What follows belongs to an exercise in optimizing a design on an open flow for small area; a production flow would make more cautious choices.
RTL that was checked went through simulation tests only; none was proved equivalent to the original.
The flow treats the clock pin as an ideal source, which a real chip does not have.
Power is estimated from default activity; no workload was simulated.

// Allocator
module Allocator
	#(parameter MODEL_ADDR_WIDTH=10, MODEL_DATA_WIDTH=18, MODEL_LOC_SIZE=1024,
					WEIGHT_ADDR_WIDTH=11, WEIGHT_DATA_WIDTH=9, WEIGHT_LOC_SIZE=2048,
					TENSOR_ADDR_WIDTH=9, TENSOR_DATA_WIDTH=36, TENSOR_LOC_SIZE=512)
	(input clk_11MHz, input resetn,
	output reg [7:0] N,
	output reg [7:0] M,
	output reg mm_ena,
	output mm_wea,
	output [MODEL_ADDR_WIDTH-1:0] mm_addra,
	output [MODEL_DATA_WIDTH-1:0] mm_dla,
	output wm_ena_0, wm_ena_1, wm_ena_2, wm_ena_3, wm_ena_4, wm_ena_5, wm_ena_6, wm_ena_7,
	output wm_wea_0, wm_wea_1, wm_wea_2, wm_wea_3, wm_wea_4, wm_wea_5, wm_wea_6, wm_wea_7,
	output [WEIGHT_ADDR_WIDTH-1:0] wm_addra_0,
	output [WEIGHT_ADDR_WIDTH-1:0] wm_addra_1,
	output [WEIGHT_ADDR_WIDTH-1:0] wm_addra_2,
	output [WEIGHT_ADDR_WIDTH-1:0] wm_addra_3,
	output [WEIGHT_ADDR_WIDTH-1:0] wm_addra_4,
	output [WEIGHT_ADDR_WIDTH-1:0] wm_addra_5,
	output [WEIGHT_ADDR_WIDTH-1:0] wm_addra_6,
	output [WEIGHT_ADDR_WIDTH-1:0] wm_addra_7,
	output [WEIGHT_DATA_WIDTH-1:0] wm_dla_0,
	output [WEIGHT_DATA_WIDTH-1:0] wm_dla_1,
	output [WEIGHT_DATA_WIDTH-1:0] wm_dla_2,
	output [WEIGHT_DATA_WIDTH-1:0] wm_dla_3,
	output [WEIGHT_DATA_WIDTH-1:0] wm_dla_4,
	output [WEIGHT_DATA_WIDTH-1:0] wm_dla_5,
	output [WEIGHT_DATA_WIDTH-1:0] wm_dla_6,
	output [WEIGHT_DATA_WIDTH-1:0] wm_dla_7,
	output tm_ena,
	output tm_wea,
	output [TENSOR_ADDR_WIDTH-1:0] tm_addra,
	output [TENSOR_DATA_WIDTH-1:0] tm_dla,
	input [7:0] RxData,
	input valid,
	output start_sig,
	output reg [3:0] StateLED
	);
clock: 5.0 ns
lec_check: 0
abc_area: 1
cap_margin: 20
core_margin: 2
core_utilization: 70
cts_buf_list: sky130_fd_sc_hd__clkbuf_4
gpl_timing_driven: 0
slew_margin: 20
standard.sh (not shown) runs the stock make flow with config.mk's settings and CLKGATE_MAP_FILE= SYNTH_SCRIPT=/design/flow/synth_recipe.tcl, a recipe that flattens the netlist after the stock synthesis.
==> flow/flow/run.sh <==
#!/bin/bash
# The standard layout (standard.sh) with these changes:
#  - synthesis maps the logic with ABC's area mapper (flow/abc_area_map.script)
#    and without Yosys's half/full-adder extraction; registers, the synth
#    options and the flatten/rename steps are the standard flow's own (synth_recipe.tcl)
#  - each port's buffer is the smallest buffer cell
#  - the clock tree is four buf_12, each driving a quarter of the
#    flip-flops (flow/clock_tree.tcl, run as ORFS's PRE_CTS_TCL hook)
set -euo pipefail
here=$PWD
export AREA_ABC_SCRIPT=$here/flow/abc_area_map.script
{
  cat <<'TCL'
# use the area script for the technology mapping call of synth.tcl
proc abc {args} {
  set i [lsearch -exact $args -script]
  if {$i >= 0} { lset args [expr {$i + 1}] $::env(AREA_ABC_SCRIPT) }
  yosys abc {*}$args
}
TCL
  cat synth_recipe.tcl
} > area_synth.tcl
sed -e "s#SYNTH_SCRIPT=[^ ]*#SYNTH_SCRIPT=$here/area_synth.tcl ADDER_MAP_FILE=#" standard.sh > area_standard.sh
grep -q "SYNTH_SCRIPT=$here/area_synth.tcl" area_standard.sh
export BUFFER_PORTS_ARGS="-buffer_cell sky130_fd_sc_hd__buf_1"
export CTS_ARGS="-sink_clustering_enable -repair_clock_nets -buf_list sky130_fd_sc_hd__clkbuf_4 -dont_use_dummy_load"
export PRE_CTS_TCL=$here/flow/clock_tree.tcl
export PRE_GLOBAL_PLACE_TCL=$here/flow/remove_buffers.tcl
bash area_standard.sh > standard_flow.log 2>&1
Other scripts of this flow, unchanged in this note and not shown: flow/flow/abc_area_map.script, flow/flow/clock_tree.tcl, flow/flow/remove_buffers.tcl
Rerun with:
--- a/flow/design.v
+++ b/flow/design.v
@@ -39,15 +39,15 @@
 	);
 	reg [1:0] t;
 	reg [2:0] p;
 	reg [7:0]  C;        
 	reg [7:0]  D;        
 	reg [23:0] img;      
 	reg [15:0] L;        
-	reg [2:0]  lane;     
+	reg        rowdone;  
 	reg [15:0] rowcnt;   
 	reg [10:0] acline;   
 	reg        we;       
 	reg        lv;       
 	wire ctrl   = (t == 2'b00);
 	wire model  = (t == 2'b01);
 	wire wgt    = (t == 2'b10);
@@ -96,22 +96,24 @@
 	endfunction
 	wire [16:0] Cinc17 = inc16({8'd0, C});
 	wire [7:0]  Cinc = Cinc17[7:0];
 	wire [9:0]  ibyte = {acline[1:0], C};    
 	wire [16:0] Hinc17 = inc16({8'd0, img[7:0]});
 	wire [7:0]  Hinc = Hinc17[7:0];
 	wire [16:0] Linc = inc16(L);
+	wire [16:0] Lnext = rowdone ? 17'd1 : Linc;    
 	wire [15:0] COL  = {img[15:8], img[23:16]};
-	wire rowend  = (Linc == {1'b0, COL});
+	wire rowend  = rowdone ? (COL == 16'd1) : (Linc == {1'b0, COL});    
 	wire lastrow = (rowcnt == 16'd1);
 	wire mend    = (&C[7:0]) & (&img[7:0]);
 	wire iend    = (ibyte == 10'd782);
 	assign mm_wea = mm_ena;
 	assign mm_addra = {acline[7:0], ~(p[2] ^ p[1]), p[2] & ~p[1]};
 	assign mm_dla = {2'b00, img[23:16], D};
+	wire [2:0] lane = L[2:0] - 3'd1;
 	wire [7:0] wsel = {8{we}} & (8'd1 << lane);
 	assign {wm_ena_7, wm_ena_6, wm_ena_5, wm_ena_4, wm_ena_3, wm_ena_2, wm_ena_1, wm_ena_0} = wsel;
 	assign {wm_wea_7, wm_wea_6, wm_wea_5, wm_wea_4, wm_wea_3, wm_wea_2, wm_wea_1, wm_wea_0} = wsel;
 	assign wm_addra_0 = acline; assign wm_addra_1 = acline;
 	assign wm_addra_2 = acline; assign wm_addra_3 = acline;
 	assign wm_addra_4 = acline; assign wm_addra_5 = acline;
 	assign wm_addra_6 = acline; assign wm_addra_7 = acline;
@@ -163,28 +165,28 @@
 				if (wgt) StateLED[1] <= !(plast && FF);
 				if (image) StateLED[2] <= !(plast && FF);
 			end
 		end
 	end
 	always @(posedge clk_11MHz) begin
 		lv <= valid;
-		if (ReadW) lane <= L[2:0];
-		if (valid || !ReadW) L <= (ReadW && !rowend) ? Linc[15:0] : 16'd0;
 		if (valid) begin
 			if (ReadW || !we) D <= RxData;
 			if (!ReadW) img[23:8] <= {wgt ? RxData : D, img[23:16]};
 			if (wgt || model) begin
 				if (p == 3'd0) img[7:0] <= 8'hFF;
 				else if (p == 3'd1 && (&C[7:0])) img[7:0] <= Hinc;
 			end else img[7:0] <= img[15:8];
 			if (FType) C <= 8'hFF;
 			else if (Nnum || Mnum) C <= ~RxData;
 			else if (p == 3'd1 && !ctrl) C <= Cinc;
 			if (FType) acline <= 11'h7FF;
-			else if (ReadW) acline <= inc11(acline, L[2:0] == 3'd0);
+			else if (ReadW) acline <= inc11(acline, rowdone || L[2:0] == 3'd0);
 			else if ((ReadImg && (&C)) || (model && p == 3'd1)) acline <= inc11(acline, 1'b1);
+			if (ReadW) L <= Lnext[15:0];
+			rowdone <= !ReadW || rowend;
 			if (wgt && p == 3'd1) rowcnt[15:8] <= RxData;
 			else if (wgt && p == 3'd2) rowcnt[7:0] <= RxData;
 			else if (ReadW && rowend && rowcnt != 16'd0) rowcnt <= dec16(rowcnt);
 		end
 	end
 endmodule
Result: The changed run completed without violations. Design area went down by 1.2%. Routed wire length decreases by 2.1%. Global-route usage is higher by 0.12 points. Maximum frequency decreases by 7.6%. Hold slack gains 0.015 ns. Critical path depth fell by 4. Via count shrinks by 2.0%. Die area went down by 0.87%. Clock power goes down by about 2%. Flip-flop and latch count goes down by 2. Sequential share of layout area is lower by 0.34 points. Setup slack loses 0.37 ns. Synthesized cell count is lower by 1.3%.
No functional check of the RTL was part of the first run of this note.

Another version of the RTL of Allocator (not shown whole).
Size: ~740 cells after synthesis, about 110 flip-flops, about 290 I/O pins, ~6700 um^2 of cells after synthesis.
// Allocator
module Allocator
	#(parameter MODEL_ADDR_WIDTH=10, MODEL_DATA_WIDTH=18, MODEL_LOC_SIZE=1024,
					WEIGHT_ADDR_WIDTH=11, WEIGHT_DATA_WIDTH=9, WEIGHT_LOC_SIZE=2048,
					TENSOR_ADDR_WIDTH=9, TENSOR_DATA_WIDTH=36, TENSOR_LOC_SIZE=512)
	(input clk_11MHz, input resetn,
	output reg [7:0] N,
	output reg [7:0] M,
	output reg mm_ena,
	output mm_wea,
	output [MODEL_ADDR_WIDTH-1:0] mm_addra,
	output [MODEL_DATA_WIDTH-1:0] mm_dla,
	output wm_ena_0, wm_ena_1, wm_ena_2, wm_ena_3, wm_ena_4, wm_ena_5, wm_ena_6, wm_ena_7,
	output wm_wea_0, wm_wea_1, wm_wea_2, wm_wea_3, wm_wea_4, wm_wea_5, wm_wea_6, wm_wea_7,
	output [WEIGHT_ADDR_WIDTH-1:0] wm_addra_0,
	output [WEIGHT_ADDR_WIDTH-1:0] wm_addra_1,
	output [WEIGHT_ADDR_WIDTH-1:0] wm_addra_2,
	output [WEIGHT_ADDR_WIDTH-1:0] wm_addra_3,
	output [WEIGHT_ADDR_WIDTH-1:0] wm_addra_4,
	output [WEIGHT_ADDR_WIDTH-1:0] wm_addra_5,
	output [WEIGHT_ADDR_WIDTH-1:0] wm_addra_6,
	output [WEIGHT_ADDR_WIDTH-1:0] wm_addra_7,
	output [WEIGHT_DATA_WIDTH-1:0] wm_dla_0,
	output [WEIGHT_DATA_WIDTH-1:0] wm_dla_1,
	output [WEIGHT_DATA_WIDTH-1:0] wm_dla_2,
	output [WEIGHT_DATA_WIDTH-1:0] wm_dla_3,
	output [WEIGHT_DATA_WIDTH-1:0] wm_dla_4,
	output [WEIGHT_DATA_WIDTH-1:0] wm_dla_5,
	output [WEIGHT_DATA_WIDTH-1:0] wm_dla_6,
	output [WEIGHT_DATA_WIDTH-1:0] wm_dla_7,
  ...
clock: 5.0 ns
lec_check: 0
abc_area: 1
cap_margin: 20
core_margin: 2
core_utilization: 70
cts_buf_list: sky130_fd_sc_hd__clkbuf_4
gpl_timing_driven: 0
slew_margin: 20
Scripts as last shown in full above: flow/flow/run.sh
Other scripts of this flow, unchanged in this note and not shown: flow/flow/abc_area_map.script, flow/flow/clock_tree.tcl, flow/flow/remove_buffers.tcl
Change:
--- a/flow/design.v
+++ b/flow/design.v
@@ -34,25 +34,25 @@
 	output [TENSOR_DATA_WIDTH-1:0] tm_dla,
 	input [7:0] RxData,
 	input valid,
 	output start_sig,
 	output reg [3:0] StateLED
 	);
 	reg [1:0] t;
 	reg [2:0] p;
 	reg [7:0]  C;        
 	reg [7:0]  D;        
 	reg [23:0] img;      
 	reg [15:0] L;        
-	reg        rowdone;  
+	reg [2:0]  lanep;    
 	reg [15:0] rowcnt;   
 	reg [10:0] acline;   
 	reg        we;       
 	reg        lv;       
 	wire ctrl   = (t == 2'b00);
 	wire model  = (t == 2'b01);
 	wire wgt    = (t == 2'b10);
 	wire image  = (t == 2'b11);
 	wire plast  = (p == 3'd7);
 	wire FF     = (RxData == 8'hFF);
 	wire Waiting = ctrl & ~p[0] & ~p[1];
 	wire FType   = ctrl & p[0];
@@ -91,34 +91,33 @@
 			for (k = 0; k < 11; k = k + 1) begin
 				inc11[k] = x[k] ^ c;
 				c = c & x[k];
 			end
 		end
 	endfunction
 	wire [16:0] Cinc17 = inc16({8'd0, C});
 	wire [7:0]  Cinc = Cinc17[7:0];
 	wire [9:0]  ibyte = {acline[1:0], C};    
 	wire [16:0] Hinc17 = inc16({8'd0, img[7:0]});
 	wire [7:0]  Hinc = Hinc17[7:0];
 	wire [16:0] Linc = inc16(L);
-	wire [16:0] Lnext = rowdone ? 17'd1 : Linc;    
 	wire [15:0] COL  = {img[15:8], img[23:16]};
-	wire rowend  = (Lnext == {1'b0, COL});
+	wire rowend  = (L == COL) && (COL != 16'd0);
 	wire lastrow = (rowcnt == 16'd1);
 	wire mend    = (&C[7:0]) & (&img[7:0]);
 	wire iend    = (ibyte == 10'd782);
 	assign mm_wea = mm_ena;
 	assign mm_addra = {acline[7:0], ~(p[2] ^ p[1]), p[2] & ~p[1]};
 	assign mm_dla = {2'b00, img[23:16], D};
-	wire [2:0] lane = L[2:0] - 3'd1;
+	wire [2:0] lane = lanep - 3'd1;
 	wire [7:0] wsel = {8{we}} & (8'd1 << lane);
 	assign {wm_ena_7, wm_ena_6, wm_ena_5, wm_ena_4, wm_ena_3, wm_ena_2, wm_ena_1, wm_ena_0} = wsel;
 	assign {wm_wea_7, wm_wea_6, wm_wea_5, wm_wea_4, wm_wea_3, wm_wea_2, wm_wea_1, wm_wea_0} = wsel;
 	assign wm_addra_0 = acline; assign wm_addra_1 = acline;
 	assign wm_addra_2 = acline; assign wm_addra_3 = acline;
 	assign wm_addra_4 = acline; assign wm_addra_5 = acline;
 	assign wm_addra_6 = acline; assign wm_addra_7 = acline;
 	assign wm_dla_0 = {1'b0, D}; assign wm_dla_1 = {1'b0, D};
 	assign wm_dla_2 = {1'b0, D}; assign wm_dla_3 = {1'b0, D};
 	assign wm_dla_4 = {1'b0, D}; assign wm_dla_5 = {1'b0, D};
 	assign wm_dla_6 = {1'b0, D}; assign wm_dla_7 = {1'b0, D};
 	assign tm_ena = lv & image & ibyte[1] & ibyte[0] & ~(ibyte[9] & ibyte[8] & ibyte[4]);
@@ -160,33 +159,33 @@
 				if (Nnum) N <= RxData;
 				if (Mnum) M <= RxData;
 				if (FType) StateLED[3] <= 0;
 				if (image && plast && FF) StateLED[3] <= 1;
 				if (model) StateLED[0] <= !(plast && FF);
 				if (wgt) StateLED[1] <= !(plast && FF);
 				if (image) StateLED[2] <= !(plast && FF);
 			end
 		end
 	end
 	always @(posedge clk_11MHz) begin
 		lv <= valid;
+		if (ReadW) lanep <= L[2:0];
+		if (valid || !ReadW) L <= (ReadW && !rowend) ? Linc[15:0] : 16'd1;
 		if (valid) begin
 			if (ReadW || !we) D <= RxData;
 			if (!ReadW) img[23:8] <= {wgt ? RxData : D, img[23:16]};
 			if (wgt || model) begin
 				if (p == 3'd0) img[7:0] <= 8'hFF;
 				else if (p == 3'd1 && (&C[7:0])) img[7:0] <= Hinc;
 			end else img[7:0] <= img[15:8];
 			if (FType) C <= 8'hFF;
 			else if (Nnum || Mnum) C <= ~RxData;
 			else if (p == 3'd1 && !ctrl) C <= Cinc;
 			if (FType) acline <= 11'h7FF;
-			else if (ReadW) acline <= inc11(acline, rowdone || L[2:0] == 3'd0);
+			else if (ReadW) acline <= inc11(acline, L[2:0] == 3'd1);
 			else if ((ReadImg && (&C)) || (model && p == 3'd1)) acline <= inc11(acline, 1'b1);
-			if (ReadW) L <= Lnext[15:0];
-			rowdone <= !ReadW || rowend;
 			if (wgt && p == 3'd1) rowcnt[15:8] <= RxData;
 			else if (wgt && p == 3'd2) rowcnt[7:0] <= RxData;
 			else if (ReadW && rowend && rowcnt != 16'd0) rowcnt <= dec16(rowcnt);
 		end
 	end
 endmodule
Effect: Maximum frequency came out higher by 11%. Routed wire length came out lower by about 4.6%. First-iteration DRC count came out higher by 17%. Cell area hardly moves. Sequential share of layout area came out higher by 0.84 points. Via count came out lower by 1.8%. Utilization came out lower by 2.6 points. Area after synthesis came out higher by about 1.6%. Die area came out higher by about 1.5%.
No functional check of the RTL was part of the second run of this note.

The RTL this note starts from:
==> flow/design.v <==
`timescale 1ns / 1ps
module Allocator
	#(parameter MODEL_ADDR_WIDTH=10, MODEL_DATA_WIDTH=18, MODEL_LOC_SIZE=1024,
					WEIGHT_ADDR_WIDTH=11, WEIGHT_DATA_WIDTH=9, WEIGHT_LOC_SIZE=2048,
					TENSOR_ADDR_WIDTH=9, TENSOR_DATA_WIDTH=36, TENSOR_LOC_SIZE=512)
	(input clk_11MHz, input resetn,
	output reg [7:0] N,
	output reg [7:0] M,
	output reg mm_ena,
	output mm_wea,
	output [MODEL_ADDR_WIDTH-1:0] mm_addra,
	output [MODEL_DATA_WIDTH-1:0] mm_dla,
	output wm_ena_0, wm_ena_1, wm_ena_2, wm_ena_3, wm_ena_4, wm_ena_5, wm_ena_6, wm_ena_7,
	output wm_wea_0, wm_wea_1, wm_wea_2, wm_wea_3, wm_wea_4, wm_wea_5, wm_wea_6, wm_wea_7,
	output [WEIGHT_ADDR_WIDTH-1:0] wm_addra_0,
	output [WEIGHT_ADDR_WIDTH-1:0] wm_addra_1,
	output [WEIGHT_ADDR_WIDTH-1:0] wm_addra_2,
	output [WEIGHT_ADDR_WIDTH-1:0] wm_addra_3,
	output [WEIGHT_ADDR_WIDTH-1:0] wm_addra_4,
	output [WEIGHT_ADDR_WIDTH-1:0] wm_addra_5,
	output [WEIGHT_ADDR_WIDTH-1:0] wm_addra_6,
	output [WEIGHT_ADDR_WIDTH-1:0] wm_addra_7,
	output [WEIGHT_DATA_WIDTH-1:0] wm_dla_0,
	output [WEIGHT_DATA_WIDTH-1:0] wm_dla_1,
	output [WEIGHT_DATA_WIDTH-1:0] wm_dla_2,
	output [WEIGHT_DATA_WIDTH-1:0] wm_dla_3,
	output [WEIGHT_DATA_WIDTH-1:0] wm_dla_4,
	output [WEIGHT_DATA_WIDTH-1:0] wm_dla_5,
	output [WEIGHT_DATA_WIDTH-1:0] wm_dla_6,
	output [WEIGHT_DATA_WIDTH-1:0] wm_dla_7,
	output reg tm_ena,
	output tm_wea,
	output [TENSOR_ADDR_WIDTH-1:0] tm_addra,
	output [TENSOR_DATA_WIDTH-1:0] tm_dla,
	input [7:0] RxData,
	input valid,
	output reg start_sig,
	output reg [3:0] StateLED
	);
	reg [1:0] t;
	reg [2:0] p;
	reg [9:0]  C;        
	reg [7:0]  D;        
	reg [23:0] img;      
	reg [15:0] L;        
	reg [15:0] nrow;     
	reg [10:0] acline;   
	reg [2:0]  lane;     
	reg        we;       
	wire ctrl   = (t == 2'b00);
	wire model  = (t == 2'b01);
	wire wgt    = (t == 2'b10);
	wire image  = (t == 2'b11);
	wire plast  = (p == 3'd7);
	wire FF     = (RxData == 8'hFF);
	wire Waiting = ctrl & ~p[0] & ~p[1];
	wire FType   = ctrl & p[0];
	wire Nnum    = model & (p == 3'd0);
	wire Mnum    = wgt & (p == 3'd0);
	wire ReadW   = wgt & (p == 3'd5);
	wire ReadImg = image & ~p[1];
	function [16:0] inc16(input [15:0] x);
		integer k;
		reg c;
		begin
			c = 1'b1;
			for (k = 0; k < 16; k = k + 1) begin
				inc16[k] = x[k] ^ c;
				c = c & x[k];
			end
			inc16[16] = c;
		end
	endfunction
	function [10:0] inc11(input [10:0] x, input ci);
		integer k;
		reg c;
		begin
			c = ci;
			for (k = 0; k < 11; k = k + 1) begin
				inc11[k] = x[k] ^ c;
				c = c & x[k];
			end
		end
	endfunction
	wire [16:0] Cinc17 = inc16({6'd0, C});
	wire [9:0]  Cinc = Cinc17[9:0];
	wire [16:0] Hinc17 = inc16({8'd0, img[7:0]});
	wire [7:0]  Hinc = Hinc17[7:0];
	wire [16:0] Rinc17 = inc16(nrow);
	wire [15:0] Rinc = Rinc17[15:0];
	wire [16:0] Linc = inc16(L);
	wire [15:0] COL  = {img[15:8], img[23:16]};
	wire rowend  = (Linc == {1'b0, COL});
	wire lastrow = (nrow == 16'hFFFE);
	wire mend    = (&C[7:0]) & (&img[7:0]);
	wire iend    = (C[9:0] == 10'd782);
	assign mm_wea = mm_ena;
	assign mm_addra = {C[7:0], ~(p[2] ^ p[1]), p[2] & ~p[1]};
	assign mm_dla = {2'b00, img[23:16], D};
	wire [7:0] wsel = {8{we}} & (8'd1 << lane);
	assign {wm_ena_7, wm_ena_6, wm_ena_5, wm_ena_4, wm_ena_3, wm_ena_2, wm_ena_1, wm_ena_0} = wsel;
	assign {wm_wea_7, wm_wea_6, wm_wea_5, wm_wea_4, wm_wea_3, wm_wea_2, wm_wea_1, wm_wea_0} = wsel;
	assign wm_addra_0 = acline; assign wm_addra_1 = acline;
	assign wm_addra_2 = acline; assign wm_addra_3 = acline;
	assign wm_addra_4 = acline; assign wm_addra_5 = acline;
	assign wm_addra_6 = acline; assign wm_addra_7 = acline;
	assign wm_dla_0 = {1'b0, D}; assign wm_dla_1 = {1'b0, D};
	assign wm_dla_2 = {1'b0, D}; assign wm_dla_3 = {1'b0, D};
	assign wm_dla_4 = {1'b0, D}; assign wm_dla_5 = {1'b0, D};
	assign wm_dla_6 = {1'b0, D}; assign wm_dla_7 = {1'b0, D};
	assign tm_wea = tm_ena;
	assign tm_addra = {1'b0, C[9:2]};
	assign tm_dla = {4'b0000, D, img};
	reg [1:0] nt;
	reg [2:0] np;
	always @(*) begin
		nt = t; np = p + 3'd1;
		if (plast) begin
			nt = 2'b00; np = FF ? 3'd0 : 3'd2;
		end else case (t)
		2'b00: begin
			if (p[1]) np = 3'd0;
			else if (p[0]) begin
				if (RxData == 8'h01) begin nt = 2'b01; np = 3'd0; end
				else if (RxData == 8'h02) begin nt = 2'b10; np = 3'd0; end
				else if (RxData == 8'h03) begin nt = 2'b11; np = 3'd1; end
				else np = 3'd2;
			end else np = FF ? 3'd1 : 3'd0;
		end
		2'b01: if (p == 3'd6) np = lastrow ? 3'd7 : 3'd1;
		2'b10: if (p == 3'd5) np = (rowend && lastrow) ? (mend ? 3'd7 : 3'd1) : 3'd5;
		2'b11: np = iend ? 3'd7 : 3'd1;
		endcase
	end
	always @(posedge clk_11MHz) begin
		if (~resetn) begin
			t <= 2'b00; p <= 3'd0;
			N <= 0; M <= 0; StateLED <= 0;
			mm_ena <= 0; we <= 0; tm_ena <= 0; start_sig <= 0;
		end else begin
			mm_ena <= valid && model && !p[0] && p != 3'd0;
			we <= valid && (ReadW || (we && !plast));
			tm_ena <= valid && ReadImg && C[1:0] == 2'd2;
			start_sig <= valid && ReadImg && iend;
			if (valid) begin
				t <= nt; p <= np;
				if (Nnum) N <= RxData;
				if (Mnum) M <= RxData;
				if (FType) StateLED[3] <= 0;
				if (image && plast && FF) StateLED[3] <= 1;
				if (model) StateLED[0] <= !(plast && FF);
				if (wgt) StateLED[1] <= !(plast && FF);
				if (image) StateLED[2] <= !(plast && FF);
			end
		end
	end
	always @(posedge clk_11MHz) begin
		if (ReadW) lane <= L[2:0];
		if (valid || !ReadW) L <= (ReadW && !rowend) ? Linc[15:0] : 16'd0;
		if (valid) begin
			if (ReadW || !we) D <= RxData;
			if (!ReadW) img[23:8] <= {wgt ? RxData : D, img[23:16]};
			if (wgt) begin
				if (Mnum) img[7:0] <= 8'hFF;
				else if (p == 3'd1 && (&C[7:0])) img[7:0] <= Hinc;
			end else img[7:0] <= img[15:8];
			if (FType) C <= 10'h3FF;
			else if (Mnum) C[7:0] <= ~RxData;
			else if (p == 3'd1 && !ctrl) C <= Cinc;
			if (Mnum) acline <= 11'h7FF;
			else if (ReadW) acline <= inc11(acline, L[2:0] == 3'd0);
			if (wgt && p == 3'd1) nrow[15:8] <= ~RxData;
			else if (Nnum) nrow <= {8'hFF, ~RxData};
			else if (wgt && p == 3'd2) nrow[7:0] <= ~RxData;
			else if ((ReadW && rowend && !(&nrow)) || (model && p == 3'd6)) nrow <= Rinc;
		end
	end
endmodule
export LEC_CHECK = 0
export ABC_AREA = 1
export CAP_MARGIN = 20
export CORE_MARGIN = 2
export CORE_UTILIZATION = 70
export CTS_BUF_LIST = sky130_fd_sc_hd__clkbuf_4
export SLEW_MARGIN = 20
create_clock -name core_clock -period 5.0 [get_ports {clk_11MHz}]
==> flow/flow/run.sh <==
#!/bin/bash
# Standard layout, with each port's buffer the smallest buffer cell and a
# clock tree of small buffers without dummy loads.
export BUFFER_PORTS_ARGS="-buffer_cell sky130_fd_sc_hd__buf_1"
export CTS_ARGS="-sink_clustering_enable -repair_clock_nets -buf_list sky130_fd_sc_hd__clkbuf_4 -dont_use_dummy_load"
bash standard.sh > standard_flow.log 2>&1
Then changed:
--- a/flow/design.v
+++ b/flow/design.v
@@ -39,11 +39,11 @@
 	);
 	reg [1:0] t;
 	reg [2:0] p;
-	reg [9:0]  C;        
+	reg [15:0] C;        
 	reg [7:0]  D;        
 	reg [23:0] img;      
 	reg [15:0] L;        
-	reg [15:0] nrow;     
+	reg [15:0] rowcnt;   
 	reg [10:0] acline;   
 	reg [2:0]  lane;     
 	reg        we;       
@@ -57,6 +57,7 @@
 	wire FType   = ctrl & p[0];
 	wire Nnum    = model & (p == 3'd0);
 	wire Mnum    = wgt & (p == 3'd0);
+	wire MS2b    = wgt & (p == 3'd4);
 	wire ReadW   = wgt & (p == 3'd5);
 	wire ReadImg = image & ~p[1];
 	function [16:0] inc16(input [15:0] x);
@@ -71,6 +72,17 @@
 			inc16[16] = c;
 		end
 	endfunction
+	function [15:0] dec16(input [15:0] x);
+		integer k;
+		reg b;
+		begin
+			b = 1'b1;
+			for (k = 0; k < 16; k = k + 1) begin
+				dec16[k] = x[k] ^ b;
+				b = b & ~x[k];
+			end
+		end
+	endfunction
 	function [10:0] inc11(input [10:0] x, input ci);
 		integer k;
 		reg c;
@@ -82,17 +94,14 @@
 			end
 		end
 	endfunction
-	wire [16:0] Cinc17 = inc16({6'd0, C});
-	wire [9:0]  Cinc = Cinc17[9:0];
-	wire [16:0] Hinc17 = inc16({8'd0, img[7:0]});
-	wire [7:0]  Hinc = Hinc17[7:0];
-	wire [16:0] Rinc17 = inc16(nrow);
-	wire [15:0] Rinc = Rinc17[15:0];
+	wire [16:0] Cinc17 = inc16(C);
+	wire [15:0] Cinc = Cinc17[15:0];
 	wire [16:0] Linc = inc16(L);
 	wire [15:0] COL  = {img[15:8], img[23:16]};
 	wire rowend  = (Linc == {1'b0, COL});
-	wire lastrow = (nrow == 16'hFFFE);
-	wire mend    = (&C[7:0]) & (&img[7:0]);
+	wire lastrow = (rowcnt == 16'd1);
+	wire mend    = (&C);
+	wire nend    = (Cinc == {8'd0, N});
 	wire iend    = (C[9:0] == 10'd782);
 	assign mm_wea = mm_ena;
 	assign mm_addra = {C[7:0], ~(p[2] ^ p[1]), p[2] & ~p[1]};
@@ -127,7 +136,7 @@
 				else np = 3'd2;
 			end else np = FF ? 3'd1 : 3'd0;
 		end
-		2'b01: if (p == 3'd6) np = lastrow ? 3'd7 : 3'd1;
+		2'b01: if (p == 3'd6) np = nend ? 3'd7 : 3'd1;
 		2'b10: if (p == 3'd5) np = (rowend && lastrow) ? (mend ? 3'd7 : 3'd1) : 3'd5;
 		2'b11: np = iend ? 3'd7 : 3'd1;
 		endcase
@@ -159,20 +168,14 @@
 		if (valid || !ReadW) L <= (ReadW && !rowend) ? Linc[15:0] : 16'd0;
 		if (valid) begin
 			if (ReadW || !we) D <= RxData;
-			if (!ReadW) img[23:8] <= {wgt ? RxData : D, img[23:16]};
-			if (wgt) begin
-				if (Mnum) img[7:0] <= 8'hFF;
-				else if (p == 3'd1 && (&C[7:0])) img[7:0] <= Hinc;
-			end else img[7:0] <= img[15:8];
-			if (FType) C <= 10'h3FF;
+			if (!ReadW) img <= {wgt ? RxData : D, img[23:8]};
+			if (FType) C <= 16'hFFFF;
 			else if (Mnum) C[7:0] <= ~RxData;
 			else if (p == 3'd1 && !ctrl) C <= Cinc;
 			if (Mnum) acline <= 11'h7FF;
 			else if (ReadW) acline <= inc11(acline, L[2:0] == 3'd0);
-			if (wgt && p == 3'd1) nrow[15:8] <= ~RxData;
-			else if (Nnum) nrow <= {8'hFF, ~RxData};
-			else if (wgt && p == 3'd2) nrow[7:0] <= ~RxData;
-			else if ((ReadW && rowend && !(&nrow)) || (model && p == 3'd6)) nrow <= Rinc;
+			if (MS2b) rowcnt <= {img[7:0], img[15:8]};
+			else if (ReadW && rowend && rowcnt != 16'd0) rowcnt <= dec16(rowcnt);
 		end
 	end
 endmodule
What happened: The new run produced a clean layout; worst hold slack is better by 3.3 ps; sequential power grows by about 6%; power grows by 2.6%; final area grows by 3.8%; setup slack is better by 45 ps; via count grows by 3.8%.

[static timing again, ports no longer ideal]
No port has a modelled driver above. Below, the same layouts with a new extraction and two added sets of constraints. Step 1 (the two cells are an assumption about what drives the block):
set clk [get_ports {clk_11MHz}]
set_driving_cell -lib_cell sky130_fd_sc_hd__clkbuf_16 $clk
set_driving_cell -lib_cell sky130_fd_sc_hd__buf_2 [delete_from_list [all_inputs] $clk]
Step 2 moves the port delays by t, midway between the first and last clock arrival at a register: inputs arrive t later, outputs are due t later. That takes back most of the time a late clock gives input paths. Slacks: ideal / step 1 / step 2; pairs: ideal / step 1.
run	shift t [ns]	slack for setup (ns)	slew at the worst register clock pin (ns)
the first run of note 1	0.233	0.572 / 0.573 / 0.573	0.11 / 0.11
the second run of note 1	0.225	0.207 / 0.207 / 0.207	0.11 / 0.11
the first run of note 2	0.229	0.184 / 0.184 / 0.184	0.11 / 0.11
the second run of note 2	0.226	0.665 / 0.665 / 0.665	0.11 / 0.11
the first run of note 3	0.538	0.261 / 0.261 / 0.261	0.11 / 0.11
the second run of note 3	0.534	0.306 / 0.306 / 0.306	0.10 / 0.10
After both steps every run listed still meets setup and hold.
